Background: an optimization exercise with open tools, aiming at small area, a short achievable clock period and few clock cycles. Do not read the settings as production practice. Function was checked by simulation only, so behaviour that the tests miss may differ from the original. No activity file was given, so power comes from the tool's default toggle rates.

[flow/design.v]
module booth_mul(clk, rst, start, data_in, done, product);
  input clk, rst, start;
  input [31:0] data_in;
  output done;
  output [63:0] product;
  reg [31:0] M;              
  reg [31:0] Q;              
  reg [33:0] AS, AC;         
  reg [7:0] L1, L2;          
  reg [3:0] ONE, TWO, NEG;   
  reg        s_lm, s_lq, s_st, s_f1, s_fin, s_dn;
  reg [1:0] cnt;
  assign done = s_dn;
  assign product = {M, Q};
  wire idle = ~(s_lm | s_lq | s_st | s_fin);
  wire [8:0] nx = s_lq ? {data_in[7:0], 1'b0} : Q[15:7];
  wire nb0_2 = nx[2], nb0_1 = nx[1], nb0_0 = nx[0];
  wire nb1_2 = nx[4], nb1_1 = nx[3], nb1_0 = nx[2];
  wire nb2_2 = nx[6], nb2_1 = nx[5], nb2_0 = nx[4];
  wire nb3_2 = nx[8], nb3_1 = nx[7], nb3_0 = nx[6];
  wire [3:0] n_one = {nb3_1 ^ nb3_0, nb2_1 ^ nb2_0, nb1_1 ^ nb1_0, nb0_1 ^ nb0_0};
  wire [3:0] n_two = {(nb3_2 & ~nb3_1 & ~nb3_0) | (~nb3_2 & nb3_1 & nb3_0), (nb2_2 & ~nb2_1 & ~nb2_0) | (~nb2_2 & nb2_1 & nb2_0), (nb1_2 & ~nb1_1 & ~nb1_0) | (~nb1_2 & nb1_1 & nb1_0), (nb0_2 & ~nb0_1 & ~nb0_0) | (~nb0_2 & nb0_1 & nb0_0)};
  wire [3:0] n_neg = {nb3_2 & ~(nb3_1 & nb3_0), nb2_2 & ~(nb2_1 & nb2_0), nb1_2 & ~(nb1_1 & nb1_0), nb0_2 & ~(nb0_1 & nb0_0)};
  wire [33:0] as_i = s_f1 ? {1'b1, 33'd0} : AS;
  wire [33:0] ac_i = s_f1 ? 34'd0 : AC;
  wire [8:0] lo = s_f1 ? 9'd0 : L1 + L2;
  wire loc = lo[8];
  wire [31:0] mx = M;
  wire [32:0] x0 = {mx[31], mx} ^ {33{NEG[0]}};
  wire [33:0] pp0;
  assign pp0[32:0] = ({33{ONE[0]}} & x0) | ({33{TWO[0]}} & {x0[31:0], NEG[0]});
  assign pp0[33] = ~pp0[32];
  wire [32:0] x1 = {mx[31], mx} ^ {33{NEG[1]}};
  wire [33:0] pp1;
  assign pp1[32:0] = ({33{ONE[1]}} & x1) | ({33{TWO[1]}} & {x1[31:0], NEG[1]});
  assign pp1[33] = ~pp1[32];
  wire [32:0] x2 = {mx[31], mx} ^ {33{NEG[2]}};
  wire [33:0] pp2;
  assign pp2[32:0] = ({33{ONE[2]}} & x2) | ({33{TWO[2]}} & {x2[31:0], NEG[2]});
  assign pp2[33] = ~pp2[32];
  wire [32:0] x3 = {mx[31], mx} ^ {33{NEG[3]}};
  wire [33:0] pp3;
  assign pp3[32:0] = ({33{ONE[3]}} & x3) | ({33{TWO[3]}} & {x3[31:0], NEG[3]});
  assign pp3[33] = ~pp3[32];
  wire s1, k2, s3, k4, s5, k6, s7, k8, s9, k10, s11, k12, s13, k14, s15, k16, s17, k18, s19, k20, s21, k22, s23, k24, s25, k26, s27, k28, s29, k30, s31, k32, s33, k34, s35, k36, s37, k38, s39, k40, s41, k42, s43, k44, s45, k46, s47, k48, s49, k50, s51, k52, s53, k54, s55, k56, s57, k58, s59, k60, s61, k62, s63, k64, s65, k66, s67, k68, s69, k70, s71, k72, s73, k74, s75, k76, s77, k78, s79, k80, s81, k82, s83, k84, s85, k86, s87, k88, s89, k90, s91, k92, s93, k94, s95, k96, s97, k98, s99, k100, s101, k102, s103, k104, s105, k106, s107, k108, s109, k110, s111, k112, s113, k114, s115, k116, s117, k118, s119, k120, s121, k122, s123, k124, s125, k126, s127, k128, s129, k130, s131, k132, s133, k134, s135, k136, s137, k138, s139, k140, s141, k142, s143, k144, s145, k146, s147, k148, s149, k150, s151, k152, s153, k154, s155, k156, s157, k158, s159, k160, s161, k162, s163, k164, s165, k166, s167, k168, s169, k170, s171, k172, s173, k174, s175, k176, s177, k178, s179, k180, s181, k182, s183, k184, s185, k186, s187, k188, s189, k190, s191, k192, s193, k194, s195, k196, s197, k198, s199, k200, s201, k202, s203, k204, s205, k206, s207, k208, s209, k210, s211, k212, s213, k214, s215, k216, s217, k218, s219, k220, s221, k222, s223, k224, s225, k226, s227, k228, s229, k230, s231, k232, s233, k234, s235, k236, s237, k238, s239, k240, s241, k242, s243, k244, s245, k246, s247, k248, s249, k250, s251, k252, s253, k254, s255, k256, s257, k258, s259, k260, s261, k262, s263, k264, s265, k266, s267, k268, s269, k270, s271, k272, s273, k274, s275, k276, s277, k278, s279, k280, s281, k282, s283, k284, s285, k286, s287, k288, s289, k290, s291, k292, s293, k294, s295, k296, s297, k298, s299, k300, s301, k302, s303, k304, s305, k306, s307, k308, s309, k310, s311, k312, s313, k314, s315, k316, s317, k318, s319, k320, s321, k322, s323, k324, s325, k326, s327, k328, s329, k330, s331, k332;
  assign s1 = ac_i[6] ^ as_i[6];
  assign k2 = ac_i[6] & as_i[6];
  assign s3 = ac_i[7] ^ as_i[7];
  assign k4 = ac_i[7] & as_i[7];
  assign s5 = ac_i[8] ^ as_i[8];
  assign k6 = ac_i[8] & as_i[8];
  assign s7 = ac_i[9] ^ as_i[9];
  assign k8 = ac_i[9] & as_i[9];
  assign s9 = ac_i[10] ^ as_i[10];
  assign k10 = ac_i[10] & as_i[10];
  assign s11 = ac_i[11] ^ as_i[11];
  assign k12 = ac_i[11] & as_i[11];
  assign s13 = ac_i[12] ^ as_i[12];
  assign k14 = ac_i[12] & as_i[12];
  assign s15 = ac_i[13] ^ as_i[13];
  assign k16 = ac_i[13] & as_i[13];
  assign s17 = ac_i[14] ^ as_i[14];
  assign k18 = ac_i[14] & as_i[14];
  assign s19 = ac_i[15] ^ as_i[15];
  assign k20 = ac_i[15] & as_i[15];
  assign s21 = ac_i[16] ^ as_i[16];
  assign k22 = ac_i[16] & as_i[16];
  assign s23 = ac_i[17] ^ as_i[17];
  assign k24 = ac_i[17] & as_i[17];
  assign s25 = ac_i[18] ^ as_i[18];
  assign k26 = ac_i[18] & as_i[18];
  assign s27 = ac_i[19] ^ as_i[19];
  assign k28 = ac_i[19] & as_i[19];
  assign s29 = ac_i[20] ^ as_i[20];
  assign k30 = ac_i[20] & as_i[20];
  assign s31 = ac_i[21] ^ as_i[21];
  assign k32 = ac_i[21] & as_i[21];
  assign s33 = ac_i[22] ^ as_i[22];
  assign k34 = ac_i[22] & as_i[22];
  assign s35 = ac_i[23] ^ as_i[23];
  assign k36 = ac_i[23] & as_i[23];
  assign s37 = ac_i[24] ^ as_i[24];
  assign k38 = ac_i[24] & as_i[24];
  assign s39 = ac_i[25] ^ as_i[25];
  assign k40 = ac_i[25] & as_i[25];
  assign s41 = ac_i[26] ^ as_i[26];
  assign k42 = ac_i[26] & as_i[26];
  assign s43 = ac_i[27] ^ as_i[27];
  assign k44 = ac_i[27] & as_i[27];
  assign s45 = ac_i[28] ^ as_i[28];
  assign k46 = ac_i[28] & as_i[28];
  assign s47 = ac_i[29] ^ as_i[29];
  assign k48 = ac_i[29] & as_i[29];
  assign s49 = ac_i[30] ^ as_i[30];
  assign k50 = ac_i[30] & as_i[30];
  assign s51 = ac_i[31] ^ as_i[31];
  assign k52 = ac_i[31] & as_i[31];
  assign s53 = ac_i[0] ^ as_i[0];
  assign k54 = ac_i[0] & as_i[0];
  assign s55 = ac_i[2] ^ as_i[2];
  assign k56 = ac_i[2] & as_i[2];
  assign s57 = ac_i[3] ^ as_i[3];
  assign k58 = ac_i[3] & as_i[3];
  assign s59 = ac_i[4] ^ as_i[4] ^ NEG[2];
  assign k60 = (ac_i[4] & as_i[4]) | (ac_i[4] & NEG[2]) | (as_i[4] & NEG[2]);
  assign s61 = pp0[4] ^ pp1[2];
  assign k62 = pp0[4] & pp1[2];
  assign s63 = ac_i[5] ^ as_i[5] ^ pp0[5];
  assign k64 = (ac_i[5] & as_i[5]) | (ac_i[5] & pp0[5]) | (as_i[5] & pp0[5]);
  assign s65 = pp1[3] ^ pp2[1];
  assign k66 = pp1[3] & pp2[1];
  assign s67 = NEG[3] ^ s1 ^ pp0[6];
  assign k68 = (NEG[3] & s1) | (NEG[3] & pp0[6]) | (s1 & pp0[6]);
  assign s69 = pp1[4] ^ pp2[2] ^ pp3[0];
  assign k70 = (pp1[4] & pp2[2]) | (pp1[4] & pp3[0]) | (pp2[2] & pp3[0]);
  assign s71 = k2 ^ s3 ^ pp0[7];
  assign k72 = (k2 & s3) | (k2 & pp0[7]) | (s3 & pp0[7]);
  assign s73 = pp1[5] ^ pp2[3] ^ pp3[1];
  assign k74 = (pp1[5] & pp2[3]) | (pp1[5] & pp3[1]) | (pp2[3] & pp3[1]);
  assign s75 = k4 ^ s5 ^ pp0[8];
  assign k76 = (k4 & s5) | (k4 & pp0[8]) | (s5 & pp0[8]);
  assign s77 = pp1[6] ^ pp2[4] ^ pp3[2];
  assign k78 = (pp1[6] & pp2[4]) | (pp1[6] & pp3[2]) | (pp2[4] & pp3[2]);
  assign s79 = k6 ^ s7 ^ pp0[9];
  assign k80 = (k6 & s7) | (k6 & pp0[9]) | (s7 & pp0[9]);
  assign s81 = pp1[7] ^ pp2[5] ^ pp3[3];
  assign k82 = (pp1[7] & pp2[5]) | (pp1[7] & pp3[3]) | (pp2[5] & pp3[3]);
  assign s83 = k8 ^ s9 ^ pp0[10];
  assign k84 = (k8 & s9) | (k8 & pp0[10]) | (s9 & pp0[10]);
  assign s85 = pp1[8] ^ pp2[6] ^ pp3[4];
  assign k86 = (pp1[8] & pp2[6]) | (pp1[8] & pp3[4]) | (pp2[6] & pp3[4]);
  assign s87 = k10 ^ s11 ^ pp0[11];
  assign k88 = (k10 & s11) | (k10 & pp0[11]) | (s11 & pp0[11]);
  assign s89 = pp1[9] ^ pp2[7] ^ pp3[5];
  assign k90 = (pp1[9] & pp2[7]) | (pp1[9] & pp3[5]) | (pp2[7] & pp3[5]);
  assign s91 = k12 ^ s13 ^ pp0[12];
  assign k92 = (k12 & s13) | (k12 & pp0[12]) | (s13 & pp0[12]);
  assign s93 = pp1[10] ^ pp2[8] ^ pp3[6];
  assign k94 = (pp1[10] & pp2[8]) | (pp1[10] & pp3[6]) | (pp2[8] & pp3[6]);
  assign s95 = k14 ^ s15 ^ pp0[13];
  assign k96 = (k14 & s15) | (k14 & pp0[13]) | (s15 & pp0[13]);
  assign s97 = pp1[11] ^ pp2[9] ^ pp3[7];
  assign k98 = (pp1[11] & pp2[9]) | (pp1[11] & pp3[7]) | (pp2[9] & pp3[7]);
  assign s99 = k16 ^ s17 ^ pp0[14];
  assign k100 = (k16 & s17) | (k16 & pp0[14]) | (s17 & pp0[14]);
  assign s101 = pp1[12] ^ pp2[10] ^ pp3[8];
  assign k102 = (pp1[12] & pp2[10]) | (pp1[12] & pp3[8]) | (pp2[10] & pp3[8]);
  assign s103 = k18 ^ s19 ^ pp0[15];
  assign k104 = (k18 & s19) | (k18 & pp0[15]) | (s19 & pp0[15]);
  assign s105 = pp1[13] ^ pp2[11] ^ pp3[9];
  assign k106 = (pp1[13] & pp2[11]) | (pp1[13] & pp3[9]) | (pp2[11] & pp3[9]);
  assign s107 = k20 ^ s21 ^ pp0[16];
  assign k108 = (k20 & s21) | (k20 & pp0[16]) | (s21 & pp0[16]);
  assign s109 = pp1[14] ^ pp2[12] ^ pp3[10];
  assign k110 = (pp1[14] & pp2[12]) | (pp1[14] & pp3[10]) | (pp2[12] & pp3[10]);
  assign s111 = k22 ^ s23 ^ pp0[17];
  assign k112 = (k22 & s23) | (k22 & pp0[17]) | (s23 & pp0[17]);
  assign s113 = pp1[15] ^ pp2[13] ^ pp3[11];
  assign k114 = (pp1[15] & pp2[13]) | (pp1[15] & pp3[11]) | (pp2[13] & pp3[11]);
  assign s115 = k24 ^ s25 ^ pp0[18];
  assign k116 = (k24 & s25) | (k24 & pp0[18]) | (s25 & pp0[18]);
  assign s117 = pp1[16] ^ pp2[14] ^ pp3[12];
  assign k118 = (pp1[16] & pp2[14]) | (pp1[16] & pp3[12]) | (pp2[14] & pp3[12]);
  assign s119 = k26 ^ s27 ^ pp0[19];
  assign k120 = (k26 & s27) | (k26 & pp0[19]) | (s27 & pp0[19]);
  assign s121 = pp1[17] ^ pp2[15] ^ pp3[13];
  assign k122 = (pp1[17] & pp2[15]) | (pp1[17] & pp3[13]) | (pp2[15] & pp3[13]);
  assign s123 = k28 ^ s29 ^ pp0[20];
  assign k124 = (k28 & s29) | (k28 & pp0[20]) | (s29 & pp0[20]);
  assign s125 = pp1[18] ^ pp2[16] ^ pp3[14];
  assign k126 = (pp1[18] & pp2[16]) | (pp1[18] & pp3[14]) | (pp2[16] & pp3[14]);
  assign s127 = k30 ^ s31 ^ pp0[21];
  assign k128 = (k30 & s31) | (k30 & pp0[21]) | (s31 & pp0[21]);
  assign s129 = pp1[19] ^ pp2[17] ^ pp3[15];
  assign k130 = (pp1[19] & pp2[17]) | (pp1[19] & pp3[15]) | (pp2[17] & pp3[15]);
  assign s131 = k32 ^ s33 ^ pp0[22];
  assign k132 = (k32 & s33) | (k32 & pp0[22]) | (s33 & pp0[22]);
  assign s133 = pp1[20] ^ pp2[18] ^ pp3[16];
  assign k134 = (pp1[20] & pp2[18]) | (pp1[20] & pp3[16]) | (pp2[18] & pp3[16]);
  assign s135 = k34 ^ s35 ^ pp0[23];
  assign k136 = (k34 & s35) | (k34 & pp0[23]) | (s35 & pp0[23]);
  assign s137 = pp1[21] ^ pp2[19] ^ pp3[17];
  assign k138 = (pp1[21] & pp2[19]) | (pp1[21] & pp3[17]) | (pp2[19] & pp3[17]);
  assign s139 = k36 ^ s37 ^ pp0[24];
  assign k140 = (k36 & s37) | (k36 & pp0[24]) | (s37 & pp0[24]);
  assign s141 = pp1[22] ^ pp2[20] ^ pp3[18];
  assign k142 = (pp1[22] & pp2[20]) | (pp1[22] & pp3[18]) | (pp2[20] & pp3[18]);
  assign s143 = k38 ^ s39 ^ pp0[25];
  assign k144 = (k38 & s39) | (k38 & pp0[25]) | (s39 & pp0[25]);
  assign s145 = pp1[23] ^ pp2[21] ^ pp3[19];
  assign k146 = (pp1[23] & pp2[21]) | (pp1[23] & pp3[19]) | (pp2[21] & pp3[19]);
  assign s147 = k40 ^ s41 ^ pp0[26];
  assign k148 = (k40 & s41) | (k40 & pp0[26]) | (s41 & pp0[26]);
  assign s149 = pp1[24] ^ pp2[22] ^ pp3[20];
  assign k150 = (pp1[24] & pp2[22]) | (pp1[24] & pp3[20]) | (pp2[22] & pp3[20]);
  assign s151 = k42 ^ s43 ^ pp0[27];
  assign k152 = (k42 & s43) | (k42 & pp0[27]) | (s43 & pp0[27]);
  assign s153 = pp1[25] ^ pp2[23] ^ pp3[21];
  assign k154 = (pp1[25] & pp2[23]) | (pp1[25] & pp3[21]) | (pp2[23] & pp3[21]);
  assign s155 = k44 ^ s45 ^ pp0[28];
  assign k156 = (k44 & s45) | (k44 & pp0[28]) | (s45 & pp0[28]);
  assign s157 = pp1[26] ^ pp2[24] ^ pp3[22];
  assign k158 = (pp1[26] & pp2[24]) | (pp1[26] & pp3[22]) | (pp2[24] & pp3[22]);
  assign s159 = k46 ^ s47 ^ pp0[29];
  assign k160 = (k46 & s47) | (k46 & pp0[29]) | (s47 & pp0[29]);
  assign s161 = pp1[27] ^ pp2[25] ^ pp3[23];
  assign k162 = (pp1[27] & pp2[25]) | (pp1[27] & pp3[23]) | (pp2[25] & pp3[23]);
  assign s163 = k48 ^ s49 ^ pp0[30];
  assign k164 = (k48 & s49) | (k48 & pp0[30]) | (s49 & pp0[30]);
  assign s165 = pp1[28] ^ pp2[26] ^ pp3[24];
  assign k166 = (pp1[28] & pp2[26]) | (pp1[28] & pp3[24]) | (pp2[26] & pp3[24]);
  assign s167 = k50 ^ s51 ^ pp0[31];
  assign k168 = (k50 & s51) | (k50 & pp0[31]) | (s51 & pp0[31]);
  assign s169 = pp1[29] ^ pp2[27] ^ pp3[25];
  assign k170 = (pp1[29] & pp2[27]) | (pp1[29] & pp3[25]) | (pp2[27] & pp3[25]);
  assign s171 = as_i[32] ^ k52 ^ pp0[32];
  assign k172 = (as_i[32] & k52) | (as_i[32] & pp0[32]) | (k52 & pp0[32]);
  assign s173 = pp1[30] ^ pp2[28] ^ pp3[26];
  assign k174 = (pp1[30] & pp2[28]) | (pp1[30] & pp3[26]) | (pp2[28] & pp3[26]);
  assign s175 = as_i[33] ^ pp0[33] ^ pp1[31];
  assign k176 = (as_i[33] & pp0[33]) | (as_i[33] & pp1[31]) | (pp0[33] & pp1[31]);
  assign s177 = pp2[29] ^ pp3[27];
  assign k178 = pp2[29] & pp3[27];
  assign s179 = 1'b1 ^ pp1[32] ^ pp2[30];
  assign k180 = (1'b1 & pp1[32]) | (1'b1 & pp2[30]) | (pp1[32] & pp2[30]);
  assign s181 = NEG[0] ^ s53;
  assign k182 = NEG[0] & s53;
  assign s183 = ac_i[1] ^ as_i[1] ^ k54;
  assign k184 = (ac_i[1] & as_i[1]) | (ac_i[1] & k54) | (as_i[1] & k54);
  assign s185 = NEG[1] ^ s55 ^ pp0[2];
  assign k186 = (NEG[1] & s55) | (NEG[1] & pp0[2]) | (s55 & pp0[2]);
  assign s187 = k56 ^ s57 ^ pp0[3];
  assign k188 = (k56 & s57) | (k56 & pp0[3]) | (s57 & pp0[3]);
  assign s189 = k58 ^ s59 ^ pp2[0];
  assign k190 = (k58 & s59) | (k58 & pp2[0]) | (s59 & pp2[0]);
  assign s191 = k60 ^ k62 ^ s65;
  assign k192 = (k60 & k62) | (k60 & s65) | (k62 & s65);
  assign s193 = k66 ^ k64 ^ s67;
  assign k194 = (k66 & k64) | (k66 & s67) | (k64 & s67);
  assign s195 = k68 ^ k70 ^ s71;
  assign k196 = (k68 & k70) | (k68 & s71) | (k70 & s71);
  assign s197 = k72 ^ k74 ^ s75;
  assign k198 = (k72 & k74) | (k72 & s75) | (k74 & s75);
  assign s199 = k76 ^ k78 ^ s79;
  assign k200 = (k76 & k78) | (k76 & s79) | (k78 & s79);
  assign s201 = k80 ^ k82 ^ s83;
  assign k202 = (k80 & k82) | (k80 & s83) | (k82 & s83);
  assign s203 = k84 ^ k86 ^ s87;
  assign k204 = (k84 & k86) | (k84 & s87) | (k86 & s87);
  assign s205 = k88 ^ k90 ^ s91;
  assign k206 = (k88 & k90) | (k88 & s91) | (k90 & s91);
  assign s207 = k92 ^ k94 ^ s95;
  assign k208 = (k92 & k94) | (k92 & s95) | (k94 & s95);
  assign s209 = k96 ^ k98 ^ s101;
  assign k210 = (k96 & k98) | (k96 & s101) | (k98 & s101);
  assign s211 = k100 ^ k102 ^ s103;
  assign k212 = (k100 & k102) | (k100 & s103) | (k102 & s103);
  assign s213 = k104 ^ k106 ^ s107;
  assign k214 = (k104 & k106) | (k104 & s107) | (k106 & s107);
  assign s215 = k108 ^ k110 ^ s111;
  assign k216 = (k108 & k110) | (k108 & s111) | (k110 & s111);
  assign s217 = k112 ^ k114 ^ s115;
  assign k218 = (k112 & k114) | (k112 & s115) | (k114 & s115);
  assign s219 = k116 ^ k118 ^ s119;
  assign k220 = (k116 & k118) | (k116 & s119) | (k118 & s119);
  assign s221 = k120 ^ k122 ^ s123;
  assign k222 = (k120 & k122) | (k120 & s123) | (k122 & s123);
  assign s223 = k124 ^ k126 ^ s127;
  assign k224 = (k124 & k126) | (k124 & s127) | (k126 & s127);
  assign s225 = k128 ^ k130 ^ s131;
  assign k226 = (k128 & k130) | (k128 & s131) | (k130 & s131);
  assign s227 = k132 ^ k134 ^ s135;
  assign k228 = (k132 & k134) | (k132 & s135) | (k134 & s135);
  assign s229 = k136 ^ k138 ^ s139;
  assign k230 = (k136 & k138) | (k136 & s139) | (k138 & s139);
  assign s231 = k140 ^ k142 ^ s143;
  assign k232 = (k140 & k142) | (k140 & s143) | (k142 & s143);
  assign s233 = k144 ^ k146 ^ s147;
  assign k234 = (k144 & k146) | (k144 & s147) | (k146 & s147);
  assign s235 = k148 ^ k150 ^ s151;
  assign k236 = (k148 & k150) | (k148 & s151) | (k150 & s151);
  assign s237 = k152 ^ k154 ^ s155;
  assign k238 = (k152 & k154) | (k152 & s155) | (k154 & s155);
  assign s239 = k156 ^ k158 ^ s159;
  assign k240 = (k156 & k158) | (k156 & s159) | (k158 & s159);
  assign s241 = k160 ^ k162 ^ s163;
  assign k242 = (k160 & k162) | (k160 & s163) | (k162 & s163);
  assign s243 = k164 ^ k166 ^ s167;
  assign k244 = (k164 & k166) | (k164 & s167) | (k166 & s167);
  assign s245 = k168 ^ k170 ^ s171;
  assign k246 = (k168 & k170) | (k168 & s171) | (k170 & s171);
  assign s247 = s177 ^ k172 ^ k174;
  assign k248 = (s177 & k172) | (s177 & k174) | (k172 & k174);
  assign s249 = pp3[28] ^ k178 ^ k176;
  assign k250 = (pp3[28] & k178) | (pp3[28] & k176) | (k178 & k176);
  assign s251 = pp1[33] ^ pp2[31] ^ pp3[29];
  assign k252 = (pp1[33] & pp2[31]) | (pp1[33] & pp3[29]) | (pp2[31] & pp3[29]);
  assign s253 = 1'b1 ^ pp2[32];
  assign k254 = 1'b1 & pp2[32];
  assign s255 = s181 ^ loc;
  assign k256 = s181 & loc;
  assign s257 = k182 ^ pp0[1] ^ s183;
  assign k258 = (k182 & pp0[1]) | (k182 & s183) | (pp0[1] & s183);
  assign s259 = k184 ^ pp1[0] ^ s185;
  assign k260 = (k184 & pp1[0]) | (k184 & s185) | (pp1[0] & s185);
  assign s261 = pp1[1] ^ k186 ^ s187;
  assign k262 = (pp1[1] & k186) | (pp1[1] & s187) | (k186 & s187);
  assign s263 = s61 ^ k188 ^ s189;
  assign k264 = (s61 & k188) | (s61 & s189) | (k188 & s189);
  assign s265 = k190 ^ s63 ^ s191;
  assign k266 = (k190 & s63) | (k190 & s191) | (s63 & s191);
  assign s267 = s69 ^ k192 ^ s193;
  assign k268 = (s69 & k192) | (s69 & s193) | (k192 & s193);
  assign s269 = s73 ^ k194 ^ s195;
  assign k270 = (s73 & k194) | (s73 & s195) | (k194 & s195);
  assign s271 = s77 ^ k196 ^ s197;
  assign k272 = (s77 & k196) | (s77 & s197) | (k196 & s197);
  assign s273 = s81 ^ k198 ^ s199;
  assign k274 = (s81 & k198) | (s81 & s199) | (k198 & s199);
  assign s275 = s85 ^ k200 ^ s201;
  assign k276 = (s85 & k200) | (s85 & s201) | (k200 & s201);
  assign s277 = s89 ^ k202 ^ s203;
  assign k278 = (s89 & k202) | (s89 & s203) | (k202 & s203);
  assign s279 = s93 ^ k204 ^ s205;
  assign k280 = (s93 & k204) | (s93 & s205) | (k204 & s205);
  assign s281 = s97 ^ k206 ^ s207;
  assign k282 = (s97 & k206) | (s97 & s207) | (k206 & s207);
  assign s283 = s99 ^ k208 ^ s209;
  assign k284 = (s99 & k208) | (s99 & s209) | (k208 & s209);
  assign s285 = s105 ^ k210 ^ s211;
  assign k286 = (s105 & k210) | (s105 & s211) | (k210 & s211);
  assign s287 = s109 ^ k212 ^ s213;
  assign k288 = (s109 & k212) | (s109 & s213) | (k212 & s213);
  assign s289 = s113 ^ k214 ^ s215;
  assign k290 = (s113 & k214) | (s113 & s215) | (k214 & s215);
  assign s291 = s117 ^ k216 ^ s217;
  assign k292 = (s117 & k216) | (s117 & s217) | (k216 & s217);
  assign s293 = s121 ^ k218 ^ s219;
  assign k294 = (s121 & k218) | (s121 & s219) | (k218 & s219);
  assign s295 = s125 ^ k220 ^ s221;
  assign k296 = (s125 & k220) | (s125 & s221) | (k220 & s221);
  assign s297 = s129 ^ k222 ^ s223;
  assign k298 = (s129 & k222) | (s129 & s223) | (k222 & s223);
  assign s299 = s133 ^ k224 ^ s225;
  assign k300 = (s133 & k224) | (s133 & s225) | (k224 & s225);
  assign s301 = s137 ^ k226 ^ s227;
  assign k302 = (s137 & k226) | (s137 & s227) | (k226 & s227);
  assign s303 = s141 ^ k228 ^ s229;
  assign k304 = (s141 & k228) | (s141 & s229) | (k228 & s229);
  assign s305 = s145 ^ k230 ^ s231;
  assign k306 = (s145 & k230) | (s145 & s231) | (k230 & s231);
  assign s307 = s149 ^ k232 ^ s233;
  assign k308 = (s149 & k232) | (s149 & s233) | (k232 & s233);
  assign s309 = s153 ^ k234 ^ s235;
  assign k310 = (s153 & k234) | (s153 & s235) | (k234 & s235);
  assign s311 = s157 ^ k236 ^ s237;
  assign k312 = (s157 & k236) | (s157 & s237) | (k236 & s237);
  assign s313 = s161 ^ k238 ^ s239;
  assign k314 = (s161 & k238) | (s161 & s239) | (k238 & s239);
  assign s315 = s165 ^ k240 ^ s241;
  assign k316 = (s165 & k240) | (s165 & s241) | (k240 & s241);
  assign s317 = s169 ^ k242 ^ s243;
  assign k318 = (s169 & k242) | (s169 & s243) | (k242 & s243);
  assign s319 = s173 ^ k244 ^ s245;
  assign k320 = (s173 & k244) | (s173 & s245) | (k244 & s245);
  assign s321 = s175 ^ k246 ^ s247;
  assign k322 = (s175 & k246) | (s175 & s247) | (k246 & s247);
  assign s323 = s179 ^ k248 ^ s249;
  assign k324 = (s179 & k248) | (s179 & s249) | (k248 & s249);
  assign s325 = k180 ^ s251 ^ k250;
  assign k326 = (k180 & s251) | (k180 & k250) | (s251 & k250);
  assign s327 = pp3[30] ^ s253 ^ k252;
  assign k328 = (pp3[30] & s253) | (pp3[30] & k252) | (s253 & k252);
  assign s329 = pp2[33] ^ pp3[31] ^ k254;
  assign k330 = (pp2[33] & pp3[31]) | (pp2[33] & k254) | (pp3[31] & k254);
  assign s331 = 1'b1 ^ pp3[32];
  assign k332 = 1'b1 & pp3[32];
  wire [7:0] t_l1 = {k268, k266, k264, k262, k260, k258, k256, pp0[0]};
  wire [7:0] t_l2 = {s269, s267, s265, s263, s261, s259, s257, s255};
  wire [33:0] t_h1 = {1'b0, 1'b1, pp3[33], s331, s329, s327, k324, k322, k320, k318, k316, k314, k312, k310, k308, k306, k304, k302, k300, k298, k296, k294, k292, k290, k288, k286, k284, k282, k280, k278, k276, k274, k272, k270};
  wire [33:0] t_h2 = {1'b0, 1'b0, k332, k330, k328, k326, s325, s323, s321, s319, s317, s315, s313, s311, s309, s307, s305, s303, s301, s299, s297, s295, s293, s291, s289, s287, s285, s283, s281, s279, s277, s275, s273, s271};
  wire [39:0] fsum;
  fadd u_fadd(.x({AS[31:0], L1}), .y({AC[31:0], L2}), .s(fsum));
  always @(posedge clk) begin
    if (rst) begin
      s_lm <= 1'b0; s_lq <= 1'b0; s_st <= 1'b0; s_f1 <= 1'b0; s_fin <= 1'b0; s_dn <= 1'b0;
    end else begin
      s_lm <= idle & start;
      s_lq <= s_lm;
      s_st <= s_lq | (s_st & (cnt != 2'd3));
      s_f1 <= s_lq;
      s_fin <= s_st & (cnt == 2'd3);
      if (idle & start) s_dn <= 1'b0;
      else if (s_fin) s_dn <= 1'b1;
    end
  end
  always @(posedge clk) begin
    if (s_lq) cnt <= 2'd0;
    else if (s_st) cnt <= cnt + 2'd1;
  end
  always @(posedge clk) begin
    ONE <= n_one; TWO <= n_two; NEG <= n_neg;
    AS <= t_h1; AC <= t_h2;
    L1 <= t_l1; L2 <= t_l2;
  end
  always @(posedge clk) begin
    if (s_lm) M <= data_in;
    else if (s_fin) M <= fsum[39:8];
  end
  always @(posedge clk) begin
    if (s_lq) Q <= data_in;
    else if (s_st | s_fin) Q <= {lo[7:0], Q[31:8]};
  end
endmodule
module fadd_p(input [39:0] x, y, input cin, output [40:0] s);
  wire [39:0] g0 = x & y;
  wire [39:0] p0 = x ^ y;
  wire G1 = g0[0] | (p0[0] & cin);
  wire P1 = 1'b0;
  wire G2 = g0[2] | (p0[2] & g0[1]);
  wire P2 = p0[2] & p0[1];
  wire G3 = g0[4] | (p0[4] & g0[3]);
  wire P3 = p0[4] & p0[3];
  wire G4 = g0[6] | (p0[6] & g0[5]);
  wire P4 = p0[6] & p0[5];
  wire G5 = g0[8] | (p0[8] & g0[7]);
  wire P5 = p0[8] & p0[7];
  wire G6 = g0[10] | (p0[10] & g0[9]);
  wire P6 = p0[10] & p0[9];
  wire G7 = g0[12] | (p0[12] & g0[11]);
  wire P7 = p0[12] & p0[11];
  wire G8 = g0[14] | (p0[14] & g0[13]);
  wire P8 = p0[14] & p0[13];
  wire G9 = g0[16] | (p0[16] & g0[15]);
  wire P9 = p0[16] & p0[15];
  wire G10 = g0[18] | (p0[18] & g0[17]);
  wire P10 = p0[18] & p0[17];
  wire G11 = g0[20] | (p0[20] & g0[19]);
  wire P11 = p0[20] & p0[19];
  wire G12 = g0[22] | (p0[22] & g0[21]);
  wire P12 = p0[22] & p0[21];
  wire G13 = g0[24] | (p0[24] & g0[23]);
  wire P13 = p0[24] & p0[23];
  wire G14 = g0[26] | (p0[26] & g0[25]);
  wire P14 = p0[26] & p0[25];
  wire G15 = g0[28] | (p0[28] & g0[27]);
  wire P15 = p0[28] & p0[27];
  wire G16 = g0[30] | (p0[30] & g0[29]);
  wire P16 = p0[30] & p0[29];
  wire G17 = g0[32] | (p0[32] & g0[31]);
  wire P17 = p0[32] & p0[31];
  wire G18 = g0[34] | (p0[34] & g0[33]);
  wire P18 = p0[34] & p0[33];
  wire G19 = g0[36] | (p0[36] & g0[35]);
  wire P19 = p0[36] & p0[35];
  wire G20 = g0[38] | (p0[38] & g0[37]);
  wire P20 = p0[38] & p0[37];
  wire G21 = g0[1] | (p0[1] & G1);
  wire P21 = p0[1] & P1;
  wire G22 = G2 | (P2 & G1);
  wire P22 = P2 & P1;
  wire G23 = g0[5] | (p0[5] & G3);
  wire P23 = p0[5] & P3;
  wire G24 = G4 | (P4 & G3);
  wire P24 = P4 & P3;
  wire G25 = g0[9] | (p0[9] & G5);
  wire P25 = p0[9] & P5;
  wire G26 = G6 | (P6 & G5);
  wire P26 = P6 & P5;
  wire G27 = g0[13] | (p0[13] & G7);
  wire P27 = p0[13] & P7;
  wire G28 = G8 | (P8 & G7);
  wire P28 = P8 & P7;
  wire G29 = g0[17] | (p0[17] & G9);
  wire P29 = p0[17] & P9;
  wire G30 = G10 | (P10 & G9);
  wire P30 = P10 & P9;
  wire G31 = g0[21] | (p0[21] & G11);
  wire P31 = p0[21] & P11;
  wire G32 = G12 | (P12 & G11);
  wire P32 = P12 & P11;
  wire G33 = g0[25] | (p0[25] & G13);
  wire P33 = p0[25] & P13;
  wire G34 = G14 | (P14 & G13);
  wire P34 = P14 & P13;
  wire G35 = g0[29] | (p0[29] & G15);
  wire P35 = p0[29] & P15;
  wire G36 = G16 | (P16 & G15);
  wire P36 = P16 & P15;
  wire G37 = g0[33] | (p0[33] & G17);
  wire P37 = p0[33] & P17;
  wire G38 = G18 | (P18 & G17);
  wire P38 = P18 & P17;
  wire G39 = g0[37] | (p0[37] & G19);
  wire P39 = p0[37] & P19;
  wire G40 = G20 | (P20 & G19);
  wire P40 = P20 & P19;
  wire G41 = g0[3] | (p0[3] & G22);
  wire P41 = p0[3] & P22;
  wire G42 = G3 | (P3 & G22);
  wire P42 = P3 & P22;
  wire G43 = G23 | (P23 & G22);
  wire P43 = P23 & P22;
  wire G44 = G24 | (P24 & G22);
  wire P44 = P24 & P22;
  wire G45 = g0[11] | (p0[11] & G26);
  wire P45 = p0[11] & P26;
  wire G46 = G7 | (P7 & G26);
  wire P46 = P7 & P26;
  wire G47 = G27 | (P27 & G26);
  wire P47 = P27 & P26;
  wire G48 = G28 | (P28 & G26);
  wire P48 = P28 & P26;
  wire G49 = g0[19] | (p0[19] & G30);
  wire P49 = p0[19] & P30;
  wire G50 = G11 | (P11 & G30);
  wire P50 = P11 & P30;
  wire G51 = G31 | (P31 & G30);
  wire P51 = P31 & P30;
  wire G52 = G32 | (P32 & G30);
  wire P52 = P32 & P30;
  wire G53 = g0[27] | (p0[27] & G34);
  wire P53 = p0[27] & P34;
  wire G54 = G15 | (P15 & G34);
  wire P54 = P15 & P34;
  wire G55 = G35 | (P35 & G34);
  wire P55 = P35 & P34;
  wire G56 = G36 | (P36 & G34);
  wire P56 = P36 & P34;
  wire G57 = g0[35] | (p0[35] & G38);
  wire P57 = p0[35] & P38;
  wire G58 = G19 | (P19 & G38);
  wire P58 = P19 & P38;
  wire G59 = G39 | (P39 & G38);
  wire P59 = P39 & P38;
  wire G60 = G40 | (P40 & G38);
  wire P60 = P40 & P38;
  wire G61 = g0[7] | (p0[7] & G44);
  wire P61 = p0[7] & P44;
  wire G62 = G5 | (P5 & G44);
  wire P62 = P5 & P44;
  wire G63 = G25 | (P25 & G44);
  wire P63 = P25 & P44;
  wire G64 = G26 | (P26 & G44);
  wire P64 = P26 & P44;
  wire G65 = G45 | (P45 & G44);
  wire P65 = P45 & P44;
  wire G66 = G46 | (P46 & G44);
  wire P66 = P46 & P44;
  wire G67 = G47 | (P47 & G44);
  wire P67 = P47 & P44;
  wire G68 = G48 | (P48 & G44);
  wire P68 = P48 & P44;
  wire G69 = g0[23] | (p0[23] & G52);
  wire P69 = p0[23] & P52;
  wire G70 = G13 | (P13 & G52);
  wire P70 = P13 & P52;
  wire G71 = G33 | (P33 & G52);
  wire P71 = P33 & P52;
  wire G72 = G34 | (P34 & G52);
  wire P72 = P34 & P52;
  wire G73 = G53 | (P53 & G52);
  wire P73 = P53 & P52;
  wire G74 = G54 | (P54 & G52);
  wire P74 = P54 & P52;
  wire G75 = G55 | (P55 & G52);
  wire P75 = P55 & P52;
  wire G76 = G56 | (P56 & G52);
  wire P76 = P56 & P52;
  wire G77 = g0[39] | (p0[39] & G60);
  wire P77 = p0[39] & P60;
  wire G78 = g0[15] | (p0[15] & G68);
  wire P78 = p0[15] & P68;
  wire G79 = G9 | (P9 & G68);
  wire P79 = P9 & P68;
  wire G80 = G29 | (P29 & G68);
  wire P80 = P29 & P68;
  wire G81 = G30 | (P30 & G68);
  wire P81 = P30 & P68;
  wire G82 = G49 | (P49 & G68);
  wire P82 = P49 & P68;
  wire G83 = G50 | (P50 & G68);
  wire P83 = P50 & P68;
  wire G84 = G51 | (P51 & G68);
  wire P84 = P51 & P68;
  wire G85 = G52 | (P52 & G68);
  wire P85 = P52 & P68;
  wire G86 = G69 | (P69 & G68);
  wire P86 = P69 & P68;
  wire G87 = G70 | (P70 & G68);
  wire P87 = P70 & P68;
  wire G88 = G71 | (P71 & G68);
  wire P88 = P71 & P68;
  wire G89 = G72 | (P72 & G68);
  wire P89 = P72 & P68;
  wire G90 = G73 | (P73 & G68);
  wire P90 = P73 & P68;
  wire G91 = G74 | (P74 & G68);
  wire P91 = P74 & P68;
  wire G92 = G75 | (P75 & G68);
  wire P92 = P75 & P68;
  wire G93 = G76 | (P76 & G68);
  wire P93 = P76 & P68;
  wire G94 = g0[31] | (p0[31] & G93);
  wire P94 = p0[31] & P93;
  wire G95 = G17 | (P17 & G93);
  wire P95 = P17 & P93;
  wire G96 = G37 | (P37 & G93);
  wire P96 = P37 & P93;
  wire G97 = G38 | (P38 & G93);
  wire P97 = P38 & P93;
  wire G98 = G57 | (P57 & G93);
  wire P98 = P57 & P93;
  wire G99 = G58 | (P58 & G93);
  wire P99 = P58 & P93;
  wire G100 = G59 | (P59 & G93);
  wire P100 = P59 & P93;
  wire G101 = G60 | (P60 & G93);
  wire P101 = P60 & P93;
  wire G102 = G77 | (P77 & G93);
  wire P102 = P77 & P93;
  assign s = {G102, p0[39] ^ G101, p0[38] ^ G100, p0[37] ^ G99, p0[36] ^ G98, p0[35] ^ G97, p0[34] ^ G96, p0[33] ^ G95, p0[32] ^ G94, p0[31] ^ G93, p0[30] ^ G92, p0[29] ^ G91, p0[28] ^ G90, p0[27] ^ G89, p0[26] ^ G88, p0[25] ^ G87, p0[24] ^ G86, p0[23] ^ G85, p0[22] ^ G84, p0[21] ^ G83, p0[20] ^ G82, p0[19] ^ G81, p0[18] ^ G80, p0[17] ^ G79, p0[16] ^ G78, p0[15] ^ G68, p0[14] ^ G67, p0[13] ^ G66, p0[12] ^ G65, p0[11] ^ G64, p0[10] ^ G63, p0[9] ^ G62, p0[8] ^ G61, p0[7] ^ G44, p0[6] ^ G43, p0[5] ^ G42, p0[4] ^ G41, p0[3] ^ G22, p0[2] ^ G21, p0[1] ^ G1, p0[0] ^ cin};
endmodule
module fadd(x, y, s);
  input [39:0] x, y;
  output [39:0] s;
  wire [40:0] w;
  fadd_p u(.x(x), .y(y), .cin(1'b0), .s(w));
  assign s = w[39:0];
endmodule
[flow/flow/run.sh]
#!/bin/bash
# Own layout flow: the standard layout (standard.sh) with two changes:
#  - the input and output ports are buffered by sky130_fd_sc_hd__buf_2 instead
#    of the cell buffer_ports picks by default;
#  - after the standard synthesis, flow/polarity.py removes inverters around
#    the full-adder cells (a full adder is self-dual), keeping every register.
# Runs in the standard flow's work folder; each tool's output goes to a log file here.
set -euo pipefail
work=$(pwd)
res=$work/orfs/results/sky130hd/booth_mul/base
cp config.mk flow_config.mk
echo "export BUFFER_PORTS_ARGS = -buffer_cell sky130_fd_sc_hd__buf_2" >> flow_config.mk
sed "s#${work}/config.mk#${work}/flow_config.mk#g" standard.sh > flow_standard.sh
grep -q flow_config.mk flow_standard.sh
bash flow_standard.sh "$res/1_2_yosys.v" > flow_synth.log 2>&1
cp "$res/1_2_yosys.v" yosys_standard.v
python3 flow/polarity.py yosys_standard.v "$res/1_2_yosys.v" > flow_polarity.log 2>&1
touch "$res/1_2_yosys.v"
bash flow_standard.sh > flow_standard.log 2>&1
[flow/flow/polarity.py]
#!/usr/bin/env python3
"""Remove inverters around full-adder cells in a mapped Yosys netlist.

A full adder is self-dual: FA(~a, ~b, ~c) = (~sum, ~cout). Yosys's extract_fa
often leaves fa cells with inverters on their inputs or outputs. This pass
chooses, for each fa cell, whether to use it "flipped" (its input pins take the
complement of the logical inputs and its output nets carry the complement of
the logical outputs), so as to minimise the number of inverters, and rebuilds
the inverters: one per signal that some pin needs inverted.

usage: polarity.py IN.v OUT.v
"""
import re
import sys

INV = re.compile(r"^sky130_fd_sc_hd__(inv|clkinv)_\d+$")
FA = re.compile(r"^sky130_fd_sc_hd__fa_\d+$")
OUTPINS = {"X", "Y", "Q", "Q_N", "SUM", "COUT", "HI", "LO", "GCLK"}

src = open(sys.argv[1]).read()
m = re.search(r"^module\s+(\w+)\s*\((.*?)\);", src, re.S | re.M)
top_start = m.start()
body_start = m.end()
end = src.rindex("endmodule")
body = src[body_start:end]

decls = []
cells = []
pos = 0
cell_re = re.compile(r"\s*(sky130_fd_sc_hd__\w+)\s+(\S+)\s*\((.*?)\);", re.S)
decl_re = re.compile(r"\s*(input|output|wire|inout)\b[^;]*;", re.S)
while True:
    mm = decl_re.match(body, pos)
    if mm:
        decls.append(mm.group(0).strip())
        pos = mm.end()
        continue
    mm = cell_re.match(body, pos)
    if mm:
        pins = re.findall(r"\.(\w+)\(([^()]*)\)", mm.group(3))
        cells.append([mm.group(1), mm.group(2), [(p, n.strip()) for p, n in pins]])
        pos = mm.end()
        continue
    if body[pos:].strip() == "":
        break
    raise SystemExit("polarity.py: cannot parse netlist near: " + body[pos:pos + 200])

# output port nets
outports = set()
for d in decls:
    mo = re.match(r"output\s*(\[(\d+):(\d+)\])?\s*(\w+)\s*;", d)
    if mo:
        if mo.group(1):
            hi, lo = int(mo.group(2)), int(mo.group(3))
            for i in range(min(hi, lo), max(hi, lo) + 1):
                outports.add("%s[%d]" % (mo.group(4), i))
        else:
            outports.add(mo.group(4))

driver = {}
for idx, (typ, name, pins) in enumerate(cells):
    for p, n in pins:
        if p in OUTPINS:
            driver[n] = (idx, p)

# collapsible inverters: output not a port net
collapse = set()
for idx, (typ, name, pins) in enumerate(cells):
    if INV.match(typ):
        d = dict(pins)
        if d["Y"] not in outports:
            collapse.add(idx)


def resolve(n):
    ph = 0
    seen = 0
    while n in driver and driver[n][0] in collapse:
        n = dict(cells[driver[n][0]][2])["A"]
        ph ^= 1
        seen += 1
        if seen > 100:
            raise SystemExit("inverter loop")
    return n, ph


fa_cells = [i for i, c in enumerate(cells) if FA.match(c[0])]
# fa cells driving a port net directly are not flipped
fixed = set()
for i in fa_cells:
    for p, n in cells[i][2]:
        if p in OUTPINS and n in outports:
            fixed.add(i)

# sinks: (cell idx, pin) -> (base, phase); every input pin of a kept cell
sinks = []
for idx, (typ, name, pins) in enumerate(cells):
    if idx in collapse:
        continue
    for k, (p, n) in enumerate(pins):
        if p in OUTPINS:
            continue
        if re.match(r"^\d+'", n) or n == "":
            continue
        b, ph = resolve(n)
        sinks.append([idx, k, b, ph])

fa_out = {}
for i in fa_cells:
    for p, n in cells[i][2]:
        if p in OUTPINS:
            fa_out[n] = i

flip = set()
by_base = {}
for s in sinks:
    by_base.setdefault(s[2], []).append(s)
by_cell = {}
for s in sinks:
    by_cell.setdefault(s[0], []).append(s)


def need(s):
    """physical phase sink s needs from its base net"""
    ph = s[3]
    if s[0] in flip:
        ph ^= 1
    if s[2] in fa_out and fa_out[s[2]] in flip:
        ph ^= 1
    return ph


def cost_bases(bases):
    return sum(1 for b in bases if any(need(s) for s in by_base.get(b, [])))


def affected(i):
    bs = set(s[2] for s in by_cell.get(i, []))
    for p, n in cells[i][2]:
        if p in OUTPINS:
            bs.add(n)
    return bs


before = cost_bases(by_base.keys())
changed = True
rounds = 0
while changed and rounds < 50:
    changed = False
    rounds += 1
    for i in fa_cells:
        if i in fixed:
            continue
        bs = affected(i)
        c0 = cost_bases(bs)
        flip.symmetric_difference_update({i})
        c1 = cost_bases(bs)
        if c1 < c0:
            changed = True
        else:
            flip.symmetric_difference_update({i})
after = cost_bases(by_base.keys())

# rebuild: inverted copy of each base that needs one
invnet = {}
# reuse an existing collapsed inverter output net that carries ~base
for idx in collapse:
    d = dict(cells[idx][2])
    b, ph = resolve(d["Y"])
    if ph == 1 and b not in invnet:
        invnet[b] = d["Y"]
newwires = []
newcells = []
cnt = 0
for b, ss in by_base.items():
    if any(need(s) for s in ss):
        if b not in invnet:
            cnt += 1
            w = "_polw%d_" % cnt
            invnet[b] = w
            newwires.append(w)
for s in sinks:
    idx, k, b, ph = s
    p, n = cells[idx][2][k]
    cells[idx][2][k] = (p, invnet[b] if need(s) else b)
k = 0
for b, ss in by_base.items():
    if any(need(s) for s in ss):
        k += 1
        newcells.append(("sky130_fd_sc_hd__inv_1", "_polinv%d_" % k, [("A", b), ("Y", invnet[b])]))

def nm(n):
    return n + " " if n.startswith("\\") else n


out = [src[:body_start]]
for d in decls:
    out.append("  " + d)
for w in newwires:
    out.append("  wire %s;" % w)
for idx, (typ, name, pins) in enumerate(cells):
    if idx in collapse:
        continue
    out.append("  %s %s (\n%s\n  );" % (typ, name, ",\n".join("    .%s(%s)" % (p, nm(n)) for p, n in pins)))
for typ, name, pins in newcells:
    out.append("  %s %s (\n%s\n  );" % (typ, name, ",\n".join("    .%s(%s)" % (p, nm(n)) for p, n in pins)))
out.append("endmodule\n")
open(sys.argv[2], "w").write("\n".join(out))
print("polarity.py: %d fa cells, %d flipped; inverters %d -> %d (collapsed %d)" %
      (len(fa_cells), len(flip), len(collapse), after, len(collapse)))
[flow/standard.sh]
#!/bin/bash
# synth_recipe.tcl (not shown) runs the flow's synth.tcl, then flattens the netlist and writes it again
# the make line also repeats each setting of config.mk as NAME=value (left out here)
make -C /OpenROAD-flow-scripts/flow DESIGN_CONFIG=/design/flow/config.mk WORK_HOME=/design/flow/orfs CLKGATE_MAP_FILE= SYNTH_SCRIPT=/design/flow/synth_recipe.tcl "${@:-finish}"
[flow/config.mk]
export PLATFORM = sky130hd
export DESIGN_NAME = booth_mul
export DESIGN_NICKNAME = booth_mul
export VERILOG_FILES = /design/flow/design.v
export SDC_FILE = /design/flow/constraint.sdc
export NUM_CORES = 4
export LEC_CHECK = 0
export CAP_MARGIN = 20
export CORE_MARGIN = 2
export CORE_UTILIZATION = 50
export PLACE_DENSITY = 0.7
export SETUP_SLACK_MARGIN = 2.0
export SLEW_MARGIN = 20
[flow/constraint.sdc]
create_clock -name core_clock -period 5.0 [get_ports {clk}]
set_input_delay 1.0000 -clock core_clock [delete_from_list [all_inputs] [get_ports {clk}]]
set_output_delay 1.0000 -clock core_clock [all_outputs]
set_load 0.01 [all_outputs]
==> results of run 1 <==
[sequential cells by signal, summed over array words and instances (netlist names), 2 cells and up]
| name | cells |
|---|---|
| Q | 32 |
| AC | 32 |
| L2 | 8 |
| cnt | 2 |
| L1 | 8 |
| M | 32 |
| NEG | 4 |
| TWO | 4 |
| ONE | 4 |
| AS | 31 |
[worst max-delay path, delay by kind of cell (launching register included)]
kind	cells	cell delay, ns
buffers and inverters	2	0.48
AOI/OAI and AO/OA	1	0.16
adders and majority gates	3	1.37
DFF	1	0.77
[layout by cell type (no fill, tap or decap), drive strengths merged, types with 3 or more instances in the layout]
cell / count
o211ai: 3
xor2: 43
clkbuf: 21
a221oi: 38
o21a: 3
nand2: 114
clkinvlp: 5
nand4: 6
inv: 104
o21ai: 42
mux2: 19
dfxtp: 99
clkinv: 7
fa: 132
xnor2: 14
or2: 3
a21boi: 4
edfxtp: 64
nor3: 11
a22oi: 32
a31oi: 3
o221a: 37
o31ai: 10
a211oi: 9
nor2b: 63
a221o: 57
ha: 81
nand2b: 3
nand3: 11
o221ai: 56
a21oi: 26
nand3b: 3
a22o: 6
buf: 133
a21o: 8
nor2: 75
or3: 3
mux2i: 9
o21bai: 5
[area by class of cell]
type | instances | share of cell area
clock buffer | 17 | 0.0280
clock inverter | 15 | 0.0130
inverter | 99 | 0.0252
multi-input combinational | 945 | 0.582
sequential | 163 | 0.260
tap | 341 | 0.0281
timing repair buffer | 137 | 0.0635
timing repair inverter | 2 | 0.000990
[worst max path at each step]
stage | start | end | slack (ns) | cells past startpoint
6_report | TWO[2] | AC[10] | 2.06 | 6
2_1_floorplan | NEG[2] | AC[6] | 2.01 | 8
5_1_grt | ONE[1] | L2[7] | 2.00 | 9
3_5_place_dp | ONE[0] | AC[10] | 1.59 | 8
4_1_cts | ONE[0] | AC[0] | 2.01 | 8
3_3_place_gp | ONE[0] | AC[10] | 1.53 | 7
[power by group through the flow]
stage / registers [W] / clock network, W / logic [W]
final: 0.00299 / 0.00139 / 0.00791
after floorplan: 0.00251 / 0 / 0.00584
after detailed placement: 0.00297 / 0 / 0.00770
after CTS: 0.00296 / 0.00139 / 0.00781
after global routing: 0.00303 / 0.00144 / 0.00894
after global placement: 0.00297 / 0 / 0.00729
[layer usage]
layer | track usage | share of wire | vias to the layer above | routed length [um]
met3 | 0.0465 | 0.086 | 121 | 3610
met1 | 0.389 | 0.40 | 5528 | 17000
met2 | 0.472 | 0.47 | 610 | 19900
met4 | 0.120 | 0.040 | 0 | 1680
li1 | - | - | 4900 | -
met5 | 0 | 0 | - | 0
[stage by stage]
| stage | cells | area (um^2) | setup WS [ns] | utilization |
|---|---|---|---|---|
| detailed placement | 1671 | 14200 | 1.59 | 0.530 |
| CTS | 1710 | 15000 | 2.01 | 0.558 |
| finish | 1719 | 15200 | 2.06 | 0.566 |
| global route | 1719 | 15200 | 2.00 | 0.566 |
| floorplan | 1331 | 13500 | 2.01 | - |
| global placement | 1670 | 14200 | 1.53 | 0.529 |
[repair_timing]
action	CTS	global route
resized for setup	23	16
pin swaps	0	1
gates cloned	2	4
setup buffers	5	5
setup endpoints to repair	66	53
==> impl_metrics.toml, run 1 <==
[setup_path]
critPathSlowestCell = "dfxtp_1"
reg2reg_depth = 6
crit_type = "reg2reg"
start_kind = "flip-flop"
cpPeakStageDelay_ns = 0.77
cp_max_fo = 21
rrSetupSlack_ns = 2.06
crit_top_cell = "fa_1"
critPathArrivalTime_ns = 3.26
crit_chain = "buf_4, a22oi_1, fa_1, inv_1, fa_1, fa_1"
cp.required_ns = 5.32
timing.rr.end = "AC[10]"
r2r_start = "TWO[2]"
endpoint_kind = "flip-flop"

[synthesis]
synthCells = 1331
synth_area_um2 = 13500
syn_nets = 1579
yosysWarnings = 1
syn_avg_cell_area_um2 = 10.2

[grt]
antenna_found_initial = 1
grt_remaining_overflow = 0
grt_pass1_vias = 10900
grtUsageTotal = 0.290
grt_pass1_wl_um = 62700
grt_start_max_net_pins = 68

[floorplan]
start_util = 0.505
rows = 60
core_area_um2 = 26800
die_w_um = 169
die_h_um = 169
io_pins = 100
dieArea_um2 = 28400

[cts]
tritoncts = "done"
path_clk_slew_ns = 0.08
numClockSinks = 163
htreeDepth = 4
cts_buffer_depth = 2
holdBufCountCts = 0
cts_inserted_buffers = 17
cts_root_buf = "clkbuf_16"
worst_skew_pair.late_latency_ns = 0.45

[drt]
viasPerCell = 6.49
drc = 0
drt_first_pass_iters = 6
vias = 11200
drt-initial-drc-count = 1363
drtAntennaViolNets = 0
routedWlPerCell_um = 24.5
wirelength_um = 42200

[sta]
skew_ns = 0.0119
slew_viol_final = 0
worst_pin_slew_ns = 0.906
period_needed_ns = 2.94
rsz0062_at_grt = "no"
timing.hold.ws_ns = 0.493
slew-limit-headroom = 0.396
finalHoldViolations = 0
setup_viol = 0
fin_setup_tns_ns = 0
fmax_mhz = 340
fin_crit_sh = 0.589

[layout]
final_layout_size_suffix_gt1_frac = 0.195
regArea_um2 = 3940
multi_input_area_um2 = 8820
antennaDiodeCount = 0
num-nets-final = 1613
fillers = 2266
area_delta_synth_final_pct = 12.0

[min_path]
min-delay-start = "s_dn"
min_path_cells = 2
min_to = "s_dn"
hold_path.class = "reg2reg"

[power_and_ir_drop]
power_leakage_nw = 6.41
swShare = 0.475
p_per_area_nw_per_um2 = 810
pwr-share-seq = 0.243
p_int_w = 0.00646
net-switching-power_w = 0.00583
vdd_drop_max_uv = 379
p_comb_frac = 0.644
p_total_w = 0.0123
clkPwrFrac = 0.113

[place]
hpwl_um = 29400
port_buffers = 99
gp_congestion = 0.934

[flow_run]
max_cap_violations = 0

[status]
outcome = "complete, no violations"
Testbench counts, summed over its fixed seeds: cycles 12,800.
==> inputs of run 2 (changes only) <==
==> flow/flow/run.sh (replaced) <==
#!/bin/bash
# Own layout flow: the standard layout (standard.sh) with three changes:
#  - synthesis: the same script (synth_recipe.tcl), except that Yosys's synth
#    runs its fine stage without its quick "abc -fast" mapping, so that the
#    full adders of the carry-save tree reach ORFS's extract_fa step intact;
#    ORFS's own abc mapping afterwards is unchanged. Registers, their names and
#    cells are those of the standard synthesis.
#  - after synthesis, flow/polarity.py removes inverters around the full-adder
#    cells (a full adder is self-dual);
#  - the input and output ports are buffered by sky130_fd_sc_hd__buf_2.
# Runs in the standard flow's work folder; each tool's output goes to a log file here.
set -euo pipefail
work=$(pwd)
res=$work/orfs/results/sky130hd/booth_mul/base
cp config.mk flow_config.mk
echo "export BUFFER_PORTS_ARGS = -buffer_cell sky130_fd_sc_hd__buf_2" >> flow_config.mk
sed 's#^proc synth {args} { yosys synth -nofsm -noshare {\*}\$args }#proc synth {args} { if {[lsearch -exact $args fine:] >= 0} { yosys synth -nofsm -noshare -noabc {*}$args } else { yosys synth -nofsm -noshare {*}$args } }#' synth_recipe.tcl > flow_synth.tcl
grep -q -- "-noabc" flow_synth.tcl
sed "s#${work}/config.mk#${work}/flow_config.mk#g; s#${work}/synth_recipe.tcl#${work}/flow_synth.tcl#g" standard.sh > flow_standard.sh
grep -q flow_config.mk flow_standard.sh
grep -q flow_synth.tcl flow_standard.sh
bash flow_standard.sh "$res/1_2_yosys.v" > flow_synth.log 2>&1
cp "$res/1_2_yosys.v" yosys_synth.v
python3 flow/polarity.py yosys_synth.v "$res/1_2_yosys.v" > flow_polarity.log 2>&1
touch "$res/1_2_yosys.v"
bash flow_standard.sh > flow_standard.log 2>&1
--- a/flow/flow/polarity.py
+++ b/flow/flow/polarity.py
@@ -142,23 +142,41 @@
     return bs
 
 
-before = cost_bases(by_base.keys())
-changed = True
-rounds = 0
-while changed and rounds < 50:
-    changed = False
-    rounds += 1
-    for i in fa_cells:
-        if i in fixed:
-            continue
-        bs = affected(i)
-        c0 = cost_bases(bs)
-        flip.symmetric_difference_update({i})
-        c1 = cost_bases(bs)
-        if c1 < c0:
-            changed = True
-        else:
+import random
+
+
+def descend():
+    changed = True
+    rounds = 0
+    while changed and rounds < 50:
+        changed = False
+        rounds += 1
+        for i in fa_cells:
+            if i in fixed:
+                continue
+            bs = affected(i)
+            c0 = cost_bases(bs)
             flip.symmetric_difference_update({i})
+            c1 = cost_bases(bs)
+            if c1 < c0:
+                changed = True
+            else:
+                flip.symmetric_difference_update({i})
+
+
+rng = random.Random(1)
+free = [i for i in fa_cells if i not in fixed]
+descend()
+best = (cost_bases(by_base.keys()), set(flip))
+for trial in range(60):
+    flip.clear()
+    flip.update(i for i in free if rng.random() < 0.5)
+    descend()
+    c = cost_bases(by_base.keys())
+    if c < best[0]:
+        best = (c, set(flip))
+flip.clear()
+flip.update(best[1])
 after = cost_bases(by_base.keys())
 
 # rebuild: inverted copy of each base that needs one
==> run 2 against run 1 <==
Effect of this change: still clean; clock-buffer cell count up 1; clock skew up 0.0067 ns; die area down 7.9%; routed wire length down 20%; combinational power up 2%; largest power group unchanged; highest routed layer unchanged.
==> impl_metrics.toml, run 2 <==
[layout]
final_cell_mix = "xor2_1 (134), fa_1 (131), a22o_1 (129)"
antennaDiodeCount = 0
final_layout_size_suffix_gt1_frac = 0.201
area_delta_synth_final_pct = 14.0
num-nets-final = 1414
fin_area_um2 = 14200
final_util = 0.582
reg.largest.list = "AC (32), M (32), Q (32)"
mostFrequentLayoutCell = "xor2_1"

[cts]
holdBufCountCts = 0
tritoncts = "done"
worst_skew_pair.late_latency_ns = 0.44
cts_inserted_buffers = 17
cts_buffer_depth = 2
path_clk_slew_ns = 0.07
htreeDepth = 4
numClockSinks = 163
cts_root_buf = "clkbuf_16"

[synthesis]
yosysWarnings = 1
syn_avg_cell_area_um2 = 11.5
synthCells = 1082
syn_nets = 1330
synth_area_um2 = 12400

[sta]
timing.hold.ws_ns = 0.498
slew_viol_final = 0
slew-limit-headroom = 0.323
setup_viol = 0
fin_setup_tns_ns = 0
worst_pin_slew_ns = 1.01
rsz0062_at_grt = "yes"
period_needed_ns = 3.19
finalHoldViolations = 0
fin_crit_sh = 0.638
skew_ns = 0.0186
fmax_mhz = 313

[place]
hpwl_um = 25100
gp_congestion = 0.864
port_buffers = 99
place_area_um2 = 13200

[floorplan]
dieArea_um2 = 26200
core_area_um2 = 24400
die_h_um = 162
die_w_um = 162
rows = 57
io_pins = 100
start_util = 0.510

[drt]
drc = 0
drt_first_pass_iters = 6
routedWlPerCell_um = 22.3
vias = 8887
drt-initial-drc-count = 662
viasPerCell = 5.91
wirelength_um = 33500
drtAntennaViolNets = 0

[power_and_ir_drop]
pwr-share-seq = 0.228
net-switching-power_w = 0.00541
power_leakage_nw = 6.19
p_comb_frac = 0.665
vdd_drop_max_uv = 499
p_per_area_nw_per_um2 = 852
p_int_w = 0.00668
clkPwrFrac = 0.107
swShare = 0.447

[grt]
grt_remaining_overflow = 0
grt_start_max_net_pins = 63
grtUsageTotal = 0.259
grt_pass1_wl_um = 52000
antenna_found_initial = 0
grt_pass1_vias = 9142

[status]
outcome = "complete, no violations"

[setup_path]
start_kind = "flip-flop"
cp.required_ns = 5.18
endpoint_kind = "flip-flop"
critPathArrivalTime_ns = 3.37
crit_type = "reg2reg"
cp_max_fo = 3

[min_path]
hold_path.class = "reg2reg"

[flow_run]
max_cap_violations = 0
## run 2: cell count changes in the layout (fill, tap and decap cells not counted), sizes merged, moves of 49 or more
cell	before	now
a22o	6	129
xor2	43	134
inv	104	38
nand2	114	54
a221o	57	1
o221ai	56	0
nor2	75	26
## run 2: worst max-delay path, cell delays in order, from the launching register on
cell	delay [ns]
dfxtp_2	0.34
ha_4	0.24
a21o_1	0.17
a221o_1	0.35
a221oi_4	0.37
a21oi_4	0.12
o21a_4	0.21
o21a_4	0.20
o21a_4	0.22
o41ai_4	0.32
xnor2_2	0.11
mux2_4	0.27
## run 2: metrics by stage
step	total power, W	setup WS, ns	instances
6_report	0.0121	1.81	1503
5_1_grt	0.0131	1.75	1503
4_1_cts	0.0117	1.85	1496
3_3_place_gp	0.00999	1.76	1455
2_1_floorplan	0.00793	2.04	1082
3_5_place_dp	0.0102	1.73	1455
## run 2: layout make-up
class / instances / area (um^2)
clock inverter: 14 / 135
fill: 2001 / 10200
sequential: 163 / 3930
tap: 324 / 405
timing repair buffer: 131 / 747
inverter: 27 / 101
clock buffer: 18 / 429
multi-input combinational: 826 / 8440
## run 2: path summary, 6_finish.rpt
| kind | from | to | slack, ns | cells after the start |
|---|---|---|---|---|
| setup / recovery | AS[0] | M[20] | 1.81 | 11 |
| hold / removal | s_dn | s_dn | 0.50 | 2 |
| setup reg to reg | AS[0] | M[20] | 1.81 | 11 |
| hold reg to reg | s_dn | s_dn | 0.50 | 2 |
## run 2: repair_timing
action | 4_1_cts | 5_1_grt
buffers inserted | 9 | 7
pin swaps | 17 | 16
gates resized for setup | 26 | 38
setup endpoints to repair | 68 | 27
## run 2: power groups by stage
stage / sequential (W) / combinational, W / clock, W
floorplan: 0.00254 / 0.00540 / 0
global placement: 0.00275 / 0.00723 / 0
detailed placement: 0.00275 / 0.00746 / 0
CTS: 0.00275 / 0.00768 / 0.00131
global route: 0.00280 / 0.00894 / 0.00136
finish: 0.00276 / 0.00804 / 0.00129
## run 2: layer usage
layer | vias to the layer above | GRT usage | wire [um]
met5 | - | 0 | 0
met4 | 0 | 0.0833 | 755
met3 | 47 | 0.0380 | 1700
met2 | 304 | 0.429 | 16500
met1 | 4528 | 0.353 | 14600
li1 | 4008 | - | -

port drivers added, routing unchanged:
The flow's constraints put no driver on any port. The routed layouts listed below were extracted and timed again, unchanged, in two steps.
Step 1 assumes that a clkbuf_16 drives the clock port and a buf_2 every other input.
Step 2 moves the port delays by t, midway between the first and last clock arrival at a register: inputs arrive t later, outputs are due t later. That takes back most of the time a late clock gives input paths.
Slacks: ideal / step 1 / step 2; pairs: ideal / step 1.
| run | t, ns | setup WS [ns] | worst setup path at the end | worst slew at a driven data input, ns |
|---|---|---|---|---|
| run 1 | 0.495 | 2.056 / 2.056 / 2.056 | register to register | 0.04 |
| run 2 | 0.478 | 1.808 / 1.808 / 1.808 | register to register | 0.04 |
After both steps setup and hold are still met in every run listed.
